Source: an optimization exercise on an open RTL-to-GDS flow (aim: small area and a short achievable clock period). Production flows keep margins and buffers that such runs may drop.
RTL that was checked went through simulation tests only; none was proved equivalent to the original.

== rev 12 ==
==> module fp_add, before the edit <==
module fp_add (
  input  logic [15:0] iL,
  input  logic [15:0] iS,
  input  logic        hL,      
  input  logic        hS,      
  input  logic        eq,      
  input  logic [4:0]  rsv,     
  output logic        oS,
  output logic [4:0]  oE,
  output logic [9:0]  oM,
  output logic        oR
);
  logic [4:0] eL, eS;
  logic [10:0] mL, mS;
  logic sL, sS;
  assign eL = iL[14:10];
  assign eS = iS[14:10];
  assign sL = iL[15];
  assign sS = iS[15];
  assign mL = {hL, iL[9:0]};
  assign mS = {hS, iS[9:0]};
  logic res_nan, pos_inf, infinite;
  logic infL, infS;
  assign infL = &eL;
  assign infS = &eS;
  assign res_nan = (infS & (sL ^ sS)) | (infL & |iL[9:0]);
  assign pos_inf = (infL & ~sL) | (infS & ~sS);
  assign infinite = infL;
  logic far;
  assign far = rsv > 5'd12;
  logic [21:0] sh;
  assign sh = {mS, 11'b0} >> rsv[3:0];
  logic [13:0] x1;
  assign x1 = {sh[21:9], |sh[8:0]};
  logic X1s, X2s, eff_sub;
  assign X1s = sS & |sh[21:8];
  assign X2s = sL & |mL;
  assign eff_sub = X1s ^ X2s;
  logic [14:0] mag;
  assign mag = {1'b0, mL, 3'b0} + ({1'b0, x1} ^ {15{eff_sub}}) + {14'd0, eff_sub};
  logic sb1;
  assign sb1 = far ? sL : (X2s & ~(eff_sub & eq));
  logic [14:0] SUM;
  assign SUM = far ? {1'b0, mL, 3'b0} : mag;
  logic [3:0] LZ;
  always_comb begin
    LZ = 4'd12;
    for (int i = 3; i < 15; i++)
      if (SUM[i]) LZ = 4'(14 - i);
  end
  logic [4:0] exp1;
  logic [3:0] lsv;
  always_comb begin
    if (eL == 5'd0) begin
      exp1 = 5'd0;
      lsv = 4'd1;
    end else if ({1'b0, LZ} > eL) begin
      exp1 = 5'd0;
      lsv = eL[3:0];
    end else begin
      exp1 = eL - {1'b0, LZ} + 5'd1;
      lsv = LZ;
    end
  end
  logic [14:0] norm_man;
  assign norm_man = SUM << lsv;
  logic round;
  assign round = norm_man[3] & (norm_man[4] | |norm_man[2:0]);
  logic [4:0] E;
  assign E = norm_man[14] ? (exp1 | {4'd0, exp1 == 5'd0}) : 5'd0;
  always_comb begin
    if (res_nan) begin
      oS = 1'b1; oE = 5'h1f; oM = 10'h200; oR = 1'b0;
    end else if (infinite) begin
      oS = ~pos_inf; oE = 5'h1f; oM = 10'd0; oR = 1'b0;
    end else if (E == 5'h1f) begin
      oS = sb1; oE = (round & &norm_man[13:4]) ? 5'd0 : 5'h1f; oM = 10'd0; oR = 1'b0;
    end else begin
      oS = sb1; oE = E; oM = norm_man[13:4]; oR = round;
    end
  end
endmodule
==> module fp_mult, before the edit <==
module fp_mult (
  input  logic [15:0] iA,
  input  logic [15:0] iB,
  input  logic        hA,      
  input  logic        hB,      
  output logic        oS,
  output logic [4:0]  oE,
  output logic [9:0]  oM,
  output logic        oR
);
  logic [4:0] eA, eB;
  assign eA = iA[14:10];
  assign eB = iB[14:10];
  logic [10:0] mA, mB;
  assign mA = {hA, iA[9:0]};
  assign mB = {hB, iB[9:0]};
  logic zero, res_nan, infA, infB;
  assign infA = &eA;
  assign infB = &eB;
  assign zero = ~|iB[14:0] | ~hA;
  assign res_nan = infA & (~|iB[14:0] | |iA[9:0]);
  logic [21:0] P;
  mul11 u_m (.a({1'b1, iA[9:0]}), .b(mB), .p(P));
  logic [3:0] lzs;
  always_comb begin
    lzs = 4'd11;
    for (int i = 0; i < 10; i++)
      if (iB[i]) lzs = 4'(10 - i);
    if (hB) lzs = 4'd0;
  end
  logic [3:0] tzA, tzB;
  always_comb begin
    tzA = 4'd11;
    for (int i = 10; i >= 0; i--)
      if (mA[i]) tzA = 4'(i);
    tzB = 4'd11;
    for (int i = 10; i >= 0; i--)
      if (mB[i]) tzB = 4'(i);
  end
  logic [5:0] X;
  assign X = {1'b0, eA[4:1], eA[0] | ~hA} + {1'b0, eB[4:1], eB[0] | ~hB};
  logic [6:0] D;
  assign D = {1'b0, X} - {3'b0, lzs};
  logic lim;      
  assign lim = D[6] | (D < 7'd15);
  logic [4:0] u;
  assign u = lim ? 5'(6'd25 - X) : 5'(4'd10 - lzs);
  logic [31:0] pext, q;
  assign pext = {P, 10'd0};
  assign q = pext >> u;
  logic n;
  assign n = ~q[21] & ~D[6] & (D > 7'd15);
  logic [11:0] w;
  assign w = n ? q[20:9] : q[21:10];
  logic [4:0] tz;
  assign tz = tzA + tzB;
  logic S;
  assign S = n ? (tz + 5'd1 < u) : (tz < u);
  logic rnd;
  assign rnd = w[0] & (w[1] | S);
  logic subn, infinite;
  assign subn = lim | (~q[21] & (D == 7'd15));
  assign infinite = (~D[6] & (q[21] ? (D > 7'd44) : (D > 7'd45))) | infA;
  logic [4:0] E;
  assign E = subn ? 5'd0 : (q[21] ? 5'(D - 7'd14) : 5'(D - 7'd15));
  always_comb begin
    if (res_nan) begin
      oS = 1'b1; oE = 5'h1f; oM = 10'h200; oR = 1'b0;
    end else if (infinite) begin
      oS = iA[15] ^ iB[15]; oE = 5'h1f; oM = 10'd0; oR = 1'b0;
    end else if (zero) begin
      oS = iA[15] ^ iB[15]; oE = 5'd0; oM = 10'd0; oR = 1'b0;
    end else begin
      oS = iA[15] ^ iB[15]; oE = E; oM = w[10:1]; oR = rnd;
    end
  end
endmodule
Settings: LEC_CHECK=0, ABC_AREA=1, CAP_MARGIN=20, CORE_MARGIN=2, CORE_UTILIZATION=40, PLACE_DENSITY=0.6, SLEW_MARGIN=20; clock period 23.0 ns.
standard.sh (not shown) runs the stock make flow with config.mk's settings and CLKGATE_MAP_FILE= SYNTH_SCRIPT=/design/flow/synth_recipe.tcl, a recipe that flattens the netlist after the stock synthesis.
==> flow/flow/run.sh <==
#!/bin/bash
# Standard layout with two changes:
#  - timing repair aims for a setup slack of 15.5 ns, so that the achieved
#    clock period is short;
#  - the port buffers are the smallest buffer, buf_1 (repair may upsize them).
set -euo pipefail
export SETUP_SLACK_MARGIN=15.5
export BUFFER_PORTS_ARGS="-buffer_cell sky130_fd_sc_hd__buf_1"
bash standard.sh > standard_flow.log 2>&1
### rev 12 -> rev 13
--- a/flow/design.v
+++ b/flow/design.v
@@ -21,15 +21,15 @@
   assign mL = {hL, iL[9:0]};
   assign mS = {hS, iS[9:0]};
   logic res_nan, pos_inf, infinite;
   logic infL, infS;
   assign infL = &eL;
   assign infS = &eS;
-  assign res_nan = (infS & (sL ^ sS)) | (infL & |iL[9:0]);
+  assign res_nan = (infL & infS & (sL ^ sS)) | (infL & |iL[9:0]) | (infS & |iS[9:0]);
   assign pos_inf = (infL & ~sL) | (infS & ~sS);
-  assign infinite = infL;
+  assign infinite = infL | infS;
   logic far;
   assign far = rsv > 5'd12;
   logic [21:0] sh;
   assign sh = {mS, 11'b0} >> rsv[3:0];
   logic [13:0] x1;
   assign x1 = {sh[21:9], |sh[8:0]};
@@ -99,13 +99,13 @@
   assign mA = {hA, iA[9:0]};
   assign mB = {hB, iB[9:0]};
   logic zero, res_nan, infA, infB;
   assign infA = &eA;
   assign infB = &eB;
   assign zero = ~|iB[14:0] | ~hA;
-  assign res_nan = infA & (~|iB[14:0] | |iA[9:0]);
+  assign res_nan = (~|iB[14:0] & infA) | (infA & |iA[9:0]) | (infB & |iB[9:0]);
   logic [21:0] P;
   mul11 u_m (.a({1'b1, iA[9:0]}), .b(mB), .p(P));
   logic [3:0] lzs;
   always_comb begin
     lzs = 4'd11;
     for (int i = 0; i < 10; i++)
@@ -141,13 +141,13 @@
   logic S;
   assign S = n ? (tz + 5'd1 < u) : (tz < u);
   logic rnd;
   assign rnd = w[0] & (w[1] | S);
   logic subn, infinite;
   assign subn = lim | (~q[21] & (D == 7'd15));
-  assign infinite = (~D[6] & (q[21] ? (D > 7'd44) : (D > 7'd45))) | infA;
+  assign infinite = (~D[6] & (q[21] ? (D > 7'd44) : (D > 7'd45))) | infA | infB;
   logic [4:0] E;
   assign E = subn ? 5'd0 : (q[21] ? 5'(D - 7'd14) : 5'(D - 7'd15));
   always_comb begin
     if (res_nan) begin
       oS = 1'b1; oE = 5'h1f; oM = 10'h200; oR = 1'b0;
     end else if (infinite) begin
Results
- Rev 13 has completed all stages; timing, DRC and antenna checks passed.
- A start-to-end type of the worst setup path of in -> reg is what rev 12 shows, while reg -> reg belongs to rev 13.
- Rev 13: last weighted congestion value of the routability-driven placer about 4.6% below rev 12
- There was hardly any difference in area occupied by multi-input gates between rev 13 and rev 12.
- Min length of routed wiring on met1 across rev 12 and rev 13: rev 13
- A endpoint of the most critical setup path of em_q[2]$_DFF_P_ is what rev 13 shows, while l_q[0]$_DFF_P_ belongs to rev 12.
- Of rev 12 and rev 13, the higher met3 track demand over resource belongs to rev 13.
- Against rev 12, rev 13 comes in 10 lower on cell count after synthesis.
- Row aggregate global-route resource usage: rev 13 lower / rev 12 higher
- On sequential share of layout area, rev 12 and rev 13 are basically level.
- Rev 12 → rev 13: cell count along the critical path moved up, final area lost 46 µm², die outline area level.
For rev 12, only the layout was checked, not whether the RTL still works.

afterwards: timing with drivers on the ports:
How much do the figures lean on ideal ports? The routed layouts below were timed once more, with nothing changed but the port constraints.
Step 1 assumes that a clkbuf_16 drives the clock port and a buf_2 every other input.
Step 2 moves the port delays by t, midway between the first and last clock arrival at a register: inputs arrive t later, outputs are due t later. That takes back most of the time a late clock gives input paths.
Three values: no drivers, after step 1, after step 2; two values: the first two.
run	t, ns	setup WS [ns]	worst setup path after step 2	clock arrival spread, ns
rev 12	0.382	15.816 / 15.836 / 15.454	input to register	0.008 / 0.008
rev 13	0.380	15.913 / 15.913 / 15.607	input to register	0.014 / 0.014
After both steps setup and hold are still met in every run listed. For rev 12, which loses most, drivers alone change the setup slack by +0.020 ns; drivers and shift together by -0.362 ns.
